This is an optimization exercise on Yosys and OpenROAD, whose aim is small area, not a production implementation.
Function was checked by simulation only, so behaviour that the tests miss may differ from the original.
The clock port is modelled as an ideal driver, which makes a skipped or thinned clock tree look cheaper than it is; a real chip needs a root buffer or a tree.
Power is estimated from default activity; no workload was simulated.

run A:
## fifo
module fifo (
  input  logic       clk, rst,
  input  logic       wr, rd,
  input  logic [7:0] data_in,
  output logic [7:0] data_out,
  output logic       full, empty
);
  logic [7:0] mem [16];
  logic [4:0] r;
  logic do_wr, do_rd, wr_n, rd_n;
  logic [3:0]  rn;           
  logic [3:0]  lo_n, hi_n;   
  logic        hi3_n;        
  logic [15:0] sel;          
  for (genvar k = 0; k < 4; k++) begin : g_inv
    fifo_inv u (.a(r[k]), .y(rn[k]));
  end
  for (genvar j = 0; j < 4; j++) begin : g_pre
    fifo_nand2 u_lo (.a(j[0] ? r[0] : rn[0]), .b(j[1] ? r[1] : rn[1]), .y(lo_n[j]));
    fifo_nand3 u_hi (.a(j[0] ? r[2] : rn[2]), .b(j[1] ? r[3] : rn[3]), .c(do_rd), .y(hi_n[j]));
  end
  for (genvar i = 0; i < 16; i++) begin : g_sel
    fifo_nor2 u (.a(lo_n[i % 4]), .b(hi_n[i / 4]), .y(sel[i]));
  end
  assign empty = r[4];
  fifo_nand2 u_hi3  (.a(r[2]), .b(r[3]), .y(hi3_n));
  fifo_nor3  u_full (.a(r[4]), .b(lo_n[3]), .c(hi3_n), .y(full));
  fifo_andn  u_wr   (.a(wr), .b(full), .y(do_wr));
  fifo_and1n2 u_rd  (.a(rd), .b(r[4]), .c(do_wr), .y(do_rd));
  fifo_inv   u_wrn  (.a(do_wr), .y(wr_n));
  fifo_inv   u_rdn  (.a(do_rd), .y(rd_n));
  logic all1_3n, all0_3n, rst_n;
  logic [4:0] t, nxt;
  fifo_or2    u_t0 (.a(do_wr), .b(do_rd), .y(t[0]));
  fifo_oai22  u_t1 (.a1(wr_n), .a2(rn[0]),   .b1(rd_n), .b2(r[0]),    .y(t[1]));
  fifo_oai22  u_t2 (.a1(wr_n), .a2(lo_n[3]), .b1(rd_n), .b2(lo_n[0]), .y(t[2]));
  fifo_nand3  u_a3 (.a(r[0]), .b(r[1]), .c(r[2]), .y(all1_3n));
  fifo_or3    u_z3 (.a(r[0]), .b(r[1]), .c(r[2]), .y(all0_3n));
  fifo_oai22  u_t3 (.a1(wr_n), .a2(all1_3n), .b1(rd_n), .b2(all0_3n), .y(t[3]));
  logic all1_4;
  fifo_nor2   u_a4 (.a(lo_n[3]), .b(hi3_n), .y(all1_4));
  fifo_ao21   u_t4 (.a1(do_wr), .a2(all1_4), .b1(sel[0]), .y(t[4]));   
  fifo_inv    u_rstn (.a(rst), .y(rst_n));
  for (genvar k = 0; k < 5; k++) begin : g_nxt
    logic x;
    fifo_xnor2 u_x (.a(r[k]), .b(t[k]), .y(x));
    fifo_nand2 u_n (.a(x), .b(rst_n), .y(nxt[k]));        
  end
  always_ff @(posedge clk) r <= nxt;
  always_ff @(posedge clk) begin
    if (do_wr) begin
      mem[0] <= data_in;
      for (int i = 1; i < 16; i++) mem[i] <= mem[i-1];
    end
  end
  logic [7:0] dout_nxt;
  ...
Size: about 22 I/O pins, ~5000 µm² of cells after synthesis.
Settings: LEC_CHECK=0, CAP_MARGIN=20, CORE_MARGIN=2, CORE_UTILIZATION=70, PLACE_DENSITY=0.8, SLEW_MARGIN=20, SYNTH_HIERARCHICAL=1, SYNTH_MINIMUM_KEEP_SIZE=0; clock period 5.0 ns.
standard.sh (not shown) runs the stock make flow with config.mk's settings and CLKGATE_MAP_FILE= SYNTH_SCRIPT=/design/flow/synth_recipe.tcl, a recipe that flattens the netlist after the stock synthesis.
==> flow/flow/run.sh <==
#!/bin/bash
# Layout flow: the standard ORFS flow (standard.sh) with these changes:
#  - port buffers use the smallest buffer (buf_1),
#  - before the placement resizer, each combinational cell that drives at
#    most 8 pins is set to its smallest drive strength (downsize.tcl);
#    repair_design then adds what slew and capacitance limits need,
#  - the clock tree is four clkbuf_16 buffers driven by the clock port, one
#    per quarter of the flip-flops (clocktree.tcl, run at the start of the
#    CTS step in place of TritonCTS).
set -euo pipefail
export BUFFER_PORTS_ARGS="-buffer_cell sky130_fd_sc_hd__buf_1"
export PRE_RESIZE_TCL="$PWD/flow/downsize.tcl"
export PRE_CTS_TCL="$PWD/flow/clocktree.tcl"
bash standard.sh finish > standard_finish.log 2>&1
==> flow/flow/clocktree.tcl <==
set nbuf 4
set cbuf sky130_fd_sc_hd__clkbuf_16
set block [ord::get_db_block]
set clknet [$block findNet clk]
set sinks {}
foreach it [$clknet getITerms] {
  set b [[$it getInst] getBBox]
  lappend sinks [list [expr {([$b xMin] + [$b xMax]) / 2}] [expr {([$b yMin] + [$b yMax]) / 2}] $it]
}
set n [llength $sinks]
set groups {}
set sy [lsort -integer -index 1 $sinks]
set half [expr {($n + 1) / 2}]
foreach rs [list [lrange $sy 0 [expr {$half - 1}]] [lrange $sy $half end]] {
  set rs [lsort -integer -index 0 $rs]
  set m [llength $rs]
  set h [expr {($m + 1) / 2}]
  lappend groups [lrange $rs 0 [expr {$h - 1}]] [lrange $rs $h end]
}
set master [[ord::get_db] findMaster $cbuf]
set k 0
foreach g $groups {
  if {[llength $g] == 0} { continue }
  set sx 0
  set syy 0
  foreach s $g {
    incr sx [lindex $s 0]
    incr syy [lindex $s 1]
  }
  set cx [expr {$sx / [llength $g]}]
  set cy [expr {$syy / [llength $g]}]
  set inst [odb::dbInst_create $block $master "clkbuf_h_$k"]
  set net [odb::dbNet_create $block "clknet_h_$k"]
  $net setSigType CLOCK
  [$inst findITerm A] connect $clknet
  [$inst findITerm X] connect $net
  foreach s $g {
    set it [lindex $s 2]
    $it disconnect
    $it connect $net
  }
  $inst setLocation $cx $cy
  $inst setPlacementStatus PLACED
  puts "clock buffer clkbuf_h_$k: [llength $g] sinks, placed at ($cx, $cy)"
  incr k
}
$clknet setSigType CLOCK

# The tree is built: make the step's clock_tree_synthesis call do nothing.
rename clock_tree_synthesis orfs_clock_tree_synthesis_unused
proc clock_tree_synthesis {args} {
  puts "clock_tree_synthesis skipped: the clock tree was built by clocktree.tcl"
}
==> flow/flow/downsize.tcl <==
# Set each combinational cell that drives at most 8 pins to the smallest drive
# strength of its type (synthesis upsizes some cells that drive a single gate);
# repair_design then adds back any drive that slew and capacitance limits need.
set n 0
foreach inst [get_cells *] {
  set m [get_property $inst ref_name]
  if {![regexp {^(sky130_fd_sc_hd__[a-z0-9]+)_([0-9]+)$} $m -> base sz]} { continue }
  if {$sz == 1} { continue }
  if {[regexp {__(df|edf|sdf|dl|clk|tap|fill|decap|conb|buf)} $base]} { continue }
  set lc [get_lib_cells -quiet */${base}_1]
  if {[llength $lc] == 0} { continue }
  set fo 0
  foreach p [get_pins -of_objects $inst -filter "direction==output"] {
    set net [get_nets -quiet -of_objects $p]
    if {[llength $net] == 0} { continue }
    incr fo [llength [get_pins -quiet -of_objects $net -filter "direction==input"]]
    incr fo [llength [get_ports -quiet -of_objects $net]]
  }
  if {$fo > 8} { continue }
  puts "downsize [get_full_name $inst] $m -> ${base}_1 (fanout $fo)"
  replace_cell $inst [lindex $lc 0]
  incr n
}
puts "downsized $n cells"
Modified inputs, run B compared to run A
==> flow/flow/run.sh <==
#!/bin/bash
# Layout flow: the standard ORFS flow (standard.sh) with these changes:
#  - port buffers use the smallest buffer (buf_1),
#  - before the placement resizer, each combinational cell that drives at
#    most 3 pins is set to its smallest drive strength (downsize.tcl);
#    repair_design then adds what slew and capacitance limits need,
#  - clock tree synthesis without dummy loads, on clkbuf_4.
set -euo pipefail
export BUFFER_PORTS_ARGS="-buffer_cell sky130_fd_sc_hd__buf_1"
export PRE_RESIZE_TCL="$PWD/flow/downsize.tcl"
export CTS_ARGS="-sink_clustering_enable -repair_clock_nets -dont_use_dummy_load -buf_list sky130_fd_sc_hd__clkbuf_4"
bash standard.sh finish > standard_finish.log 2>&1
diff --git a/flow/flow/downsize.tcl b/flow/flow/downsize.tcl
--- a/flow/flow/downsize.tcl
+++ b/flow/flow/downsize.tcl
@@ -1,2 +1,2 @@
-# Set each combinational cell that drives at most 8 pins to the smallest drive
+# Set each combinational cell that drives at most 3 pins to the smallest drive
 # strength of its type (synthesis upsizes some cells that drive a single gate);
@@ -18,3 +18,3 @@
   }
-  if {$fo > 8} { continue }
+  if {$fo > 3} { continue }
   puts "downsize [get_full_name $inst] $m -> ${base}_1 (fanout $fo)"
removed: flow/flow/clocktree.tcl
Notes after the runs:
- Per the comparison of run B with run A, total power of the final layout grew by about 3%, wire length of the first global-routing pass grew by about 4.4%, final core utilization grew by 0.48 points.
- Against run A, net switching power figure in run B rose by more than 10%.
- Synthesized area divided by synthesized cell count came out exactly the same in run B and run A.
- Comparing maximum vdd drop for run B and run A, the smaller number came from run B.
- Looking only at via count, and setting everything else aside, the higher value of run B and run A goes to run B.
Inputs modified between run B and run C:
diff --git a/flow/flow/run.sh b/flow/flow/run.sh
--- a/flow/flow/run.sh
+++ b/flow/flow/run.sh
@@ -6,3 +6,5 @@
 #    repair_design then adds what slew and capacitance limits need,
-#  - clock tree synthesis without dummy loads, on clkbuf_4.
+#  - the clock tree is four clkbuf_16 buffers driven by the clock port, one
+#    per quarter of the flip-flops (clocktree.tcl, run at the start of the
+#    CTS step in place of TritonCTS).
 set -euo pipefail
@@ -10,3 +12,3 @@
 export PRE_RESIZE_TCL="$PWD/flow/downsize.tcl"
-export CTS_ARGS="-sink_clustering_enable -repair_clock_nets -dont_use_dummy_load -buf_list sky130_fd_sc_hd__clkbuf_4"
+export PRE_CTS_TCL="$PWD/flow/clocktree.tcl"
 bash standard.sh finish > standard_finish.log 2>&1
==> flow/flow/clocktree.tcl (new file) <==
set nbuf 4
set cbuf sky130_fd_sc_hd__clkbuf_16
set block [ord::get_db_block]
set clknet [$block findNet clk]
set sinks {}
foreach it [$clknet getITerms] {
  set b [[$it getInst] getBBox]
  lappend sinks [list [expr {([$b xMin] + [$b xMax]) / 2}] [expr {([$b yMin] + [$b yMax]) / 2}] $it]
}
set n [llength $sinks]
set groups {}
set sy [lsort -integer -index 1 $sinks]
set half [expr {($n + 1) / 2}]
foreach rs [list [lrange $sy 0 [expr {$half - 1}]] [lrange $sy $half end]] {
  set rs [lsort -integer -index 0 $rs]
  set m [llength $rs]
  set h [expr {($m + 1) / 2}]
  lappend groups [lrange $rs 0 [expr {$h - 1}]] [lrange $rs $h end]
}
set master [[ord::get_db] findMaster $cbuf]
set k 0
foreach g $groups {
  if {[llength $g] == 0} { continue }
  set sx 0
  set syy 0
  foreach s $g {
    incr sx [lindex $s 0]
    incr syy [lindex $s 1]
  }
  set cx [expr {$sx / [llength $g]}]
  set cy [expr {$syy / [llength $g]}]
  set inst [odb::dbInst_create $block $master "clkbuf_h_$k"]
  set net [odb::dbNet_create $block "clknet_h_$k"]
  $net setSigType CLOCK
  [$inst findITerm A] connect $clknet
  [$inst findITerm X] connect $net
  foreach s $g {
    set it [lindex $s 2]
    $it disconnect
    $it connect $net
  }
  $inst setLocation $cx $cy
  $inst setPlacementStatus PLACED
  puts "clock buffer clkbuf_h_$k: [llength $g] sinks, placed at ($cx, $cy)"
  incr k
}
$clknet setSigType CLOCK

# The tree is built: make the step's clock_tree_synthesis call do nothing.
rename clock_tree_synthesis orfs_clock_tree_synthesis_unused
proc clock_tree_synthesis {args} {
  puts "clock_tree_synthesis skipped: the clock tree was built by clocktree.tcl"
}
[summary]
Changes observed in run C relative to run B: post-layout net count decreased by 13 relative to the old numbers; wire length of the first global-routing pass now sits lower; utilization of the core after routing fell by 0.40 points. Looking at end point of the critical path, the data_out[5] result is from run C; the data_out[0] one comes from run B.
## Diff of input files: run D against run C
# run C
export LEC_CHECK = 0
export CAP_MARGIN = 20
export CORE_MARGIN = 2
export CORE_UTILIZATION = 70
export PLACE_DENSITY = 0.8
export SLEW_MARGIN = 20
export SYNTH_HIERARCHICAL = 1
export SYNTH_MINIMUM_KEEP_SIZE = 0
create_clock -name core_clock -period 5.0 [get_ports {clk}]
# run D
export LEC_CHECK = 0
export CAP_MARGIN = 5
export CORE_MARGIN = 2
export CORE_UTILIZATION = 70
export PLACE_DENSITY = 0.8
export SLEW_MARGIN = 5
export SYNTH_HIERARCHICAL = 1
export SYNTH_MINIMUM_KEEP_SIZE = 0
create_clock -name core_clock -period 5.0 [get_ports {clk}]
diff --git a/flow/flow/run.sh b/flow/flow/run.sh
--- a/flow/flow/run.sh
+++ b/flow/flow/run.sh
@@ -4,3 +4,3 @@
 #  - before the placement resizer, each combinational cell that drives at
-#    most 3 pins is set to its smallest drive strength (downsize.tcl);
+#    most 8 pins is set to its smallest drive strength (downsize.tcl);
 #    repair_design then adds what slew and capacitance limits need,
diff --git a/flow/flow/downsize.tcl b/flow/flow/downsize.tcl
--- a/flow/flow/downsize.tcl
+++ b/flow/flow/downsize.tcl
@@ -1,2 +1,2 @@
-# Set each combinational cell that drives at most 3 pins to the smallest drive
+# Set each combinational cell that drives at most 8 pins to the smallest drive
 # strength of its type (synthesis upsizes some cells that drive a single gate);
@@ -18,3 +18,3 @@
   }
-  if {$fo > 3} { continue }
+  if {$fo > 8} { continue }
   puts "downsize [get_full_name $inst] $m -> ${base}_1 (fanout $fo)"
[summary]
Comparing the two runs side by side, run D comes out ahead of run C on largest vdd supply drop.
Comparing run D and run C, the lower number of global-route vias before repair was measured on run D.
Run C has a higher worst-case headroom to the max-slew limit than run D.
Between run D and run C, the difference in power is negligible.
In run A, run C and run D the design's own scripts or RTL, not TritonCTS, make the clock network.

[afterwards: timing with drivers on the ports]
The results above use ideal ports. As a check the final layouts listed here were re-extracted and re-timed, cells and wires unchanged.
Step 1: set_driving_cell puts a clkbuf_16 on clk and a buf_2 on each other input, an assumption about the parent block.
Step 2, shift: input delay + t, output delay - t, t = (earliest + latest rising clock arrival at the registers) / 2. This alone moves slack from input paths to output paths.
Slacks: no drivers / after step 1 / after step 2; pairs: no drivers / after step 1.
| run | shift t [ns] | setup WS [ns] | hold WS [ns] | clock arrival spread, ns | pins driven straight from the clock port |
|---|---|---|---|---|---|
| run A | 0.251 | 1.644 / 1.644 / 1.528 | 0.450 / 0.450 / 0.450 | 0.016 / 0.016 | 4 |
| run B | 0.517 | 1.907 / 1.907 / 1.735 | 0.433 / 0.433 / 0.433 | 0.033 / 0.034 | 1 |
| run C | 0.249 | 1.870 / 1.870 / 1.734 | 0.455 / 0.455 / 0.455 | 0.017 / 0.017 | 4 |
| run D | 0.251 | 1.644 / 1.644 / 1.528 | 0.450 / 0.450 / 0.450 | 0.016 / 0.016 | 4 |
After both steps setup and hold are still met in every run listed. For run B, which loses most, drivers alone change the setup slack by 0.000 ns; drivers and shift together by -0.172 ns.
